This is an optimization exercise on Yosys and OpenROAD, whose aim is small area, a short achievable clock period and few clock cycles, not a production implementation. At most, simulation tests tie the RTL to the original design; equivalence was not proved. Power figures rest on the tool's default switching activity, not on a simulated workload.

==> module DU, before the edit <==
module DU(
	input						clk,
	input			[1:0]		ph,
	input						border,
	input			[7:0]		q_a,
	input			[7:0]		q_b,
	output reg	[7:0]		out
);
reg [7:0] ra, a1;
reg [7:0] rb, b1, b2;
always @(posedge clk) begin
	ra <= q_a; a1 <= ra;
	rb <= q_b; b1 <= rb; b2 <= b1;
end
reg sel_a, shift;
always @(posedge clk) begin
	sel_a <= (ph == 2'd2);
	shift <= (ph != 2'd2);
end
reg [7:0] st, sm, sb;
always @(posedge clk) begin
	st <= sel_a ? a1 : b2;
	sm <= sel_a ? ra : b1;
	sb <= sel_a ? q_a : rb;
end
wire [7:0] s_lo, s_md, s_hi;
wire       s_tlo, s_thi;
sort3 srt(.a(st), .m(sm), .b(sb), .lo(s_lo), .md(s_md), .hi(s_hi), .m_lo(s_tlo), .m_hi(s_thi));
reg [7:0] l_lo, l_md, l_hi;
reg [7:0] c_lo, c_md, c_hi;
reg       c_tlo, c_thi;
reg [7:0] r_lo, r_md, r_hi;
reg       r_tlo, r_thi;
always @(posedge clk) begin
	if (shift) begin
		l_lo <= c_lo; l_md <= c_md; l_hi <= c_hi;
		c_lo <= r_lo; c_md <= r_md; c_hi <= r_hi; c_tlo <= r_tlo; c_thi <= r_thi;
		r_lo <= s_lo; r_md <= s_md; r_hi <= s_hi; r_tlo <= s_tlo; r_thi <= s_thi;
	end
end
wire [7:0] c_mid = c_tlo ? c_lo : c_thi ? c_hi : c_md;
wire [7:0] mx_lo, md_md, mn_hi;
comparator_9 cmp(
	.l_lo(l_lo), .l_md(l_md), .l_hi(l_hi),
	.c_lo(c_lo), .c_md(c_md), .c_hi(c_hi),
	.r_lo(r_lo), .r_md(r_md), .r_hi(r_hi),
	.x(mx_lo), .y(md_md), .z(mn_hi)
);
reg [7:0] x, y, z;
always @(posedge clk) begin
	x <= border ? c_mid : mx_lo;
	y <= border ? c_mid : md_md;
	z <= border ? c_mid : mn_hi;
end
wire [7:0] med;
med3 m3(.a(x), .b(y), .c(z), .y(med));
always @(posedge clk) out <= med;
endmodule
export LEC_CHECK = 0
export CAP_MARGIN = 20
export CORE_MARGIN = 2
export CORE_UTILIZATION = 40
export PLACE_DENSITY = 0.6
export SETUP_SLACK_MARGIN = 4.0
export SLEW_MARGIN = 20
create_clock -name core_clock -period 7.0 [get_ports {clk}]
run.sh (not shown) runs the stock make flow with config.mk's settings and CLKGATE_MAP_FILE= SYNTH_SCRIPT=/design/flow/synth_recipe.tcl, a recipe that flattens the netlist after the stock synthesis.
Next try:
--- a/flow/design.v
+++ b/flow/design.v
@@ -103,21 +103,18 @@
 	output reg	[7:0]		out
 );
-reg [7:0] ra, a1;
-reg [7:0] rb, b1, b2;
+reg [7:0] ra, a1, a2;
+reg [7:0] rb, b1, b2, b3;
 always @(posedge clk) begin
-	ra <= q_a; a1 <= ra;
-	rb <= q_b; b1 <= rb; b2 <= b1;
+	ra <= q_a; a1 <= ra; a2 <= a1;
+	rb <= q_b; b1 <= rb; b2 <= b1; b3 <= b2;
 end
-reg sel_a, shift;
+reg sel_b, shift;
 always @(posedge clk) begin
-	sel_a <= (ph == 2'd2);
+	sel_b <= (ph == 2'd1);
 	shift <= (ph != 2'd2);
 end
-reg [7:0] st, sm, sb;
-always @(posedge clk) begin
-	st <= sel_a ? a1 : b2;
-	sm <= sel_a ? ra : b1;
-	sb <= sel_a ? q_a : rb;
-end
+wire [7:0] st = sel_b ? b3 : a2;
+wire [7:0] sm = sel_b ? b2 : a1;
+wire [7:0] sb = sel_b ? b1 : ra;
 wire [7:0] s_lo, s_md, s_hi;
 wire       s_tlo, s_thi;
Design area goes up by 2.7%.
Area after synthesis goes down by 0.82%.
Sequential power goes down by about 3%.
Via count goes up by 2.5%.
Setup slack is worse by 0.060 ns.
Critical path depth goes up by 9.
Maximum frequency goes down by 2.0%.
Total power goes up by 0.94%.
Clock skew hardly moves.
Combinational power goes up by 40%.
Die area goes down by 0.80%.
First-iteration DRC count goes up by 17%.
No functional check of the RTL was part of any run of this note.


The RTL this note starts from:
==> flow/design.v <==
module ge8(input [7:0] a, b, output y);
wire [7:0] g0 = a & ~b, l0 = ~a & b;
wire [3:0] g1, l1;
wire [1:0] g2, l2;
genvar i;
generate for (i = 0; i < 4; i = i + 1) begin : m1
	assign g1[i] = g0[2*i+1] | ~l0[2*i+1] & g0[2*i];
	assign l1[i] = l0[2*i+1] | ~g0[2*i+1] & l0[2*i];
end endgenerate
generate for (i = 0; i < 2; i = i + 1) begin : m2
	assign g2[i] = g1[2*i+1] | ~l1[2*i+1] & g1[2*i];
	assign l2[i] = l1[2*i+1] | ~g1[2*i+1] & l1[2*i];
end endgenerate
assign y = ~(l2[1] | ~g2[1] & l2[0]);
endmodule
module comparator_9(
	input	[7:0]	l_lo, l_md, l_hi,
	input	[7:0]	c_lo, c_md, c_hi,
	input	[7:0]	r_lo, r_md, r_hi,
	input			lc_lo, lc_md, lc_hi,
	output			cr_lo, cr_md, cr_hi,
	output	[7:0]	x, y, z
);
wire lr_lo, lr_md, lr_hi;
ge8 g0(.a(c_lo), .b(r_lo), .y(cr_lo));
ge8 g1(.a(c_md), .b(r_md), .y(cr_md));
ge8 g2(.a(c_hi), .b(r_hi), .y(cr_hi));
ge8 g3(.a(l_lo), .b(r_lo), .y(lr_lo));
ge8 g4(.a(l_md), .b(r_md), .y(lr_md));
ge8 g5(.a(l_hi), .b(r_hi), .y(lr_hi));
assign x = (lc_lo & lr_lo) ? l_lo : (!lc_lo & cr_lo) ? c_lo : r_lo;
assign y = (lc_md ^ lr_md) ? l_md : (lc_md ^ cr_md) ? r_md : c_md;
assign z = (!lc_hi & !lr_hi) ? l_hi : (lc_hi & !cr_hi) ? c_hi : r_hi;
endmodule
module med3(input [7:0] a, b, c, output [7:0] y);
wire ab, ac, bc;
ge8 g0(.a(a), .b(b), .y(ab));
ge8 g1(.a(a), .b(c), .y(ac));
ge8 g2(.a(b), .b(c), .y(bc));
assign y = (ab ^ ac) ? a : (ab ^ bc) ? c : b;
endmodule
module sort3(
	input	[7:0]	a, m, b,
	input			am, ab, mb,
	output	[7:0]	lo, md, hi,
	output			m_lo, m_hi
);
assign hi = (am & ab) ? a : (!am & mb) ? m : b;
assign lo = (!am & !ab) ? a : (am & !mb) ? m : b;
assign md = (am ^ ab) ? a : (am ^ mb) ? b : m;
assign m_hi = !am & mb;
assign m_lo = am & !mb;
endmodule
module CU(
	input						clk,
	input						rst,
	output reg	[2:0]		ph,			 
	output reg	[17:0]	rd_pair,		 
	output reg				border,		 
	output reg	[18:0]	out_address,
	output reg				out_valid
);
localparam NPAIR = 153600;            
localparam RD_START = 18'd261904;     
localparam RD_LAST  = 18'd153839;     
reg	[1:0]	warm;                       
reg	[3:0]	m15;                        
wire [17:0] opair = out_address[18:1];
wire row_first = ~|opair[17:8] & ~&opair[7:4] & ~(opair[7:4] == 4'hE & &opair[3:0]);
wire row_last = (opair[17:8] == 10'h257) & (|opair[7:4] | &opair[3:0]);
wire row_border = row_first | row_last;
wire rd_wrap = &(rd_pair | ~RD_LAST);
wire op_wrap = &(opair | ~(NPAIR - 1));
reg first;
always @(posedge clk or negedge rst) begin
	if (!rst) begin
		first <= 1'b1;
		ph <= 3'b001;
		warm <= 2'd0;
		m15 <= 4'd0;
		out_valid <= 1'b0;
	end else begin
		first <= 1'b0;
		ph <= {ph[1:0], ph[2]};
		if (ph[2] && warm != 2'd3) warm <= warm + 2'd1;
		if (ph[1] && warm == 2'd3 && &opair[3:0])
			m15 <= (m15 == 4'd14) ? 4'd0 : m15 + 4'd1;
		out_valid <= (ph[1] && warm[1]) || (ph[0] && warm == 2'd3);
	end
end
always @(posedge clk) begin
	if (first)
		rd_pair <= 18'd0;
	else if (ph[2])
		rd_pair <= rd_wrap ? RD_START : rd_pair - 18'd479;
	else
		rd_pair <= rd_pair + 18'd240;
	if (first)
		out_address[18:1] <= 18'd0;
	else if (ph[1] && warm == 2'd3)
		out_address[18:1] <= op_wrap ? 18'd0 : opair + 18'd1;
	out_address[0] <= (ph[0]);
	border <= row_border || (m15 == 4'd14 && opair[3:1] == 3'b111 && (opair[0] == ph[2]));
end
endmodule
module DU(
	input						clk,
	input			[2:0]		ph,			 
	input						border,
	input			[7:0]		q_a,
	input			[7:0]		q_b,
	output reg	[7:0]		out
);
reg [7:0] ra;
reg [7:0] rb, b1, b2;
reg [7:0] st, sm, sb;
wire p1 = ph[1];         
wire p2 = ph[2];         
wire shift = !ph[0];     
reg s_am, s_ab, s_mb;
wire [7:0] st_n = p1 ? b2 : sm;
wire [7:0] sm_n = p1 ? b1 : p2 ? ra : sb;
wire [7:0] sb_n = p1 ? rb : q_a;
wire am_n, ab_n, mb_n;
ge8 c0(.a(st_n), .b(sm_n), .y(am_n));
ge8 c1(.a(st_n), .b(sb_n), .y(ab_n));
ge8 c2(.a(sm_n), .b(sb_n), .y(mb_n));
always @(posedge clk) begin
	ra <= q_a;
	rb <= q_b; b1 <= rb; b2 <= b1;
	st <= st_n;
	sm <= sm_n;
	sb <= sb_n;
	s_am <= am_n;
	s_ab <= ab_n;
	s_mb <= mb_n;
end
wire [7:0] s_lo, s_md, s_hi;
wire       s_tlo, s_thi;
sort3 srt(.a(st), .m(sm), .b(sb), .am(s_am), .ab(s_ab), .mb(s_mb), .lo(s_lo), .md(s_md), .hi(s_hi), .m_lo(s_tlo), .m_hi(s_thi));
reg [7:0] l_lo, l_md, l_hi;
reg       lc_lo, lc_md, lc_hi;    
wire      cr_lo, cr_md, cr_hi;    
reg [7:0] c_lo, c_md, c_hi;
reg       c_tlo, c_thi;
reg [7:0] r_lo, r_md, r_hi;
reg       r_tlo, r_thi;
always @(posedge clk) begin
	if (shift) begin
		l_lo <= c_lo; l_md <= c_md; l_hi <= c_hi;
		lc_lo <= cr_lo; lc_md <= cr_md; lc_hi <= cr_hi;
		c_lo <= r_lo; c_md <= r_md; c_hi <= r_hi; c_tlo <= r_tlo; c_thi <= r_thi;
		r_lo <= s_lo; r_md <= s_md; r_hi <= s_hi; r_tlo <= s_tlo; r_thi <= s_thi;
	end
end
wire [7:0] c_mid = c_tlo ? c_lo : c_thi ? c_hi : c_md;
wire [7:0] mx_lo, md_md, mn_hi;
comparator_9 cmp(
	.l_lo(l_lo), .l_md(l_md), .l_hi(l_hi),
	.c_lo(c_lo), .c_md(c_md), .c_hi(c_hi),
	.r_lo(r_lo), .r_md(r_md), .r_hi(r_hi),
	.lc_lo(lc_lo), .lc_md(lc_md), .lc_hi(lc_hi),
	.cr_lo(cr_lo), .cr_md(cr_md), .cr_hi(cr_hi),
	.x(mx_lo), .y(md_md), .z(mn_hi)
);
reg [7:0] x, y, z;
always @(posedge clk) begin
	x <= border ? c_mid : mx_lo;
	y <= border ? c_mid : md_md;
	z <= border ? c_mid : mn_hi;
end
wire [7:0] med;
med3 m3(.a(x), .b(y), .c(z), .y(med));
always @(posedge clk) out <= med;
endmodule
module medianFilter(
	output	[7:0]		out,
	output 	[18:0]	out_address,
	output				out_valid,
	output	[18:0]	address_a,
	output	[18:0]	address_b,
	input		[7:0]		q_a,
	input		[7:0]		q_b,
	input					clk,
	input 				rst
);
wire	[2:0]	ph;
wire			border;
wire	[17:0]	rd_pair;
CU cu(
	.clk				(clk),
	.rst				(rst),
	.ph				(ph),
	.rd_pair			(rd_pair),
	.border			(border),
	.out_address	(out_address),
	.out_valid		(out_valid)
);
assign address_a = {rd_pair, 1'b0};
assign address_b = {rd_pair, 1'b1};
DU du(
	.clk				(clk),
	.ph				(ph),
	.border			(border),
	.q_a				(q_a),
	.q_b				(q_b),
	.out				(out)
);
endmodule
make LEC_CHECK=0 CAP_MARGIN=20 CORE_MARGIN=2 CORE_UTILIZATION=60 CTS_BUF_LIST=sky130_fd_sc_hd__clkbuf_16 CTS_CLUSTER_DIAMETER=100 CTS_CLUSTER_SIZE=30 PLACE_DENSITY=0.75 SETUP_SLACK_MARGIN=4.6 SLEW_MARGIN=20 finish   # period 7.0 ns
Testbench counts at the start, summed over its fixed seeds: cycles 1,843,232.
Edit:
--- a/flow/design.v
+++ b/flow/design.v
@@ -111,7 +111,6 @@
 	input			[7:0]		q_b,
 	output reg	[7:0]		out
 );
-reg [7:0] ra;
 reg [7:0] rb, b1, b2;
 reg [7:0] st, sm, sb;
 wire p1 = ph[1];         
@@ -119,25 +118,25 @@
 wire shift = !ph[0];     
 reg s_am, s_ab, s_mb;
 wire [7:0] st_n = p1 ? b2 : sm;
-wire [7:0] sm_n = p1 ? b1 : p2 ? ra : sb;
-wire [7:0] sb_n = p1 ? rb : q_a;
+wire [7:0] sm_n = p1 ? b1 : sb;
+wire [7:0] sb_n = p1 ? rb : q_a;    
 wire am_n, ab_n, mb_n;
 ge8 c0(.a(st_n), .b(sm_n), .y(am_n));
 ge8 c1(.a(st_n), .b(sb_n), .y(ab_n));
 ge8 c2(.a(sm_n), .b(sb_n), .y(mb_n));
 always @(posedge clk) begin
-	ra <= q_a;
 	rb <= q_b; b1 <= rb; b2 <= b1;
 	st <= st_n;
 	sm <= sm_n;
-	sb <= sb_n;
+	sb <= q_a;
 	s_am <= am_n;
 	s_ab <= ab_n;
 	s_mb <= mb_n;
 end
+wire [7:0] s_b = p2 ? b1 : sb;
 wire [7:0] s_lo, s_md, s_hi;
 wire       s_tlo, s_thi;
-sort3 srt(.a(st), .m(sm), .b(sb), .am(s_am), .ab(s_ab), .mb(s_mb), .lo(s_lo), .md(s_md), .hi(s_hi), .m_lo(s_tlo), .m_hi(s_thi));
+sort3 srt(.a(st), .m(sm), .b(s_b), .am(s_am), .ab(s_ab), .mb(s_mb), .lo(s_lo), .md(s_md), .hi(s_hi), .m_lo(s_tlo), .m_hi(s_thi));
 reg [7:0] l_lo, l_md, l_hi;
 reg       lc_lo, lc_md, lc_hi;    
 wire      cr_lo, cr_md, cr_hi;    
@@ -146,9 +145,9 @@
 reg [7:0] r_lo, r_md, r_hi;
 reg       r_tlo, r_thi;
 always @(posedge clk) begin
+	l_lo <= c_lo; l_md <= c_md; l_hi <= c_hi;
+	lc_lo <= cr_lo; lc_md <= cr_md; lc_hi <= cr_hi;
 	if (shift) begin
-		l_lo <= c_lo; l_md <= c_md; l_hi <= c_hi;
-		lc_lo <= cr_lo; lc_md <= cr_md; lc_hi <= cr_hi;
 		c_lo <= r_lo; c_md <= r_md; c_hi <= r_hi; c_tlo <= r_tlo; c_thi <= r_thi;
 		r_lo <= s_lo; r_md <= s_md; r_hi <= s_hi; r_tlo <= s_tlo; r_thi <= s_thi;
 	end
Wire length fell by 3.6%.
Final cell count is about the same.
Setup slack loses 0.44 ns.
Total power goes up by 4.5%.
Non-clock buffer count rises by 52.
Only the layout flow was run in the second run of this note; the RTL was not checked for function there.

-- re-timing with driven ports --
How much do the figures lean on ideal ports? The routed layouts below were timed once more, with nothing changed but the port constraints.
Step 1, drivers: a clkbuf_16 drives clk and a buf_2 each remaining input, both assumed.
Step 2 also shifts input and output timing later by t, the mid clock arrival at the registers, as if the neighbouring blocks saw the same clock.
Three values: no drivers, after step 1, after step 2; two values: the first two.
run | t, ns | setup WS [ns] | worst setup path after step 2 | pins driven straight from the clock port
the first run of note 1 | 0.577 | 4.067 / 4.018 / 4.287 | register to register | 1
the second run of note 1 | 0.565 | 4.007 / 3.998 / 4.007 | register to register | 1
the first run of note 2 | 0.499 | 4.532 / 4.519 / 4.045 | input to register | 1
the second run of note 2 | 0.504 | 4.091 / 4.055 / 3.580 | input to register | 1
After both steps every run listed still meets setup and hold. For the second run of note 2, which loses most, drivers alone change the setup slack by -0.036 ns; drivers and shift together by -0.511 ns.
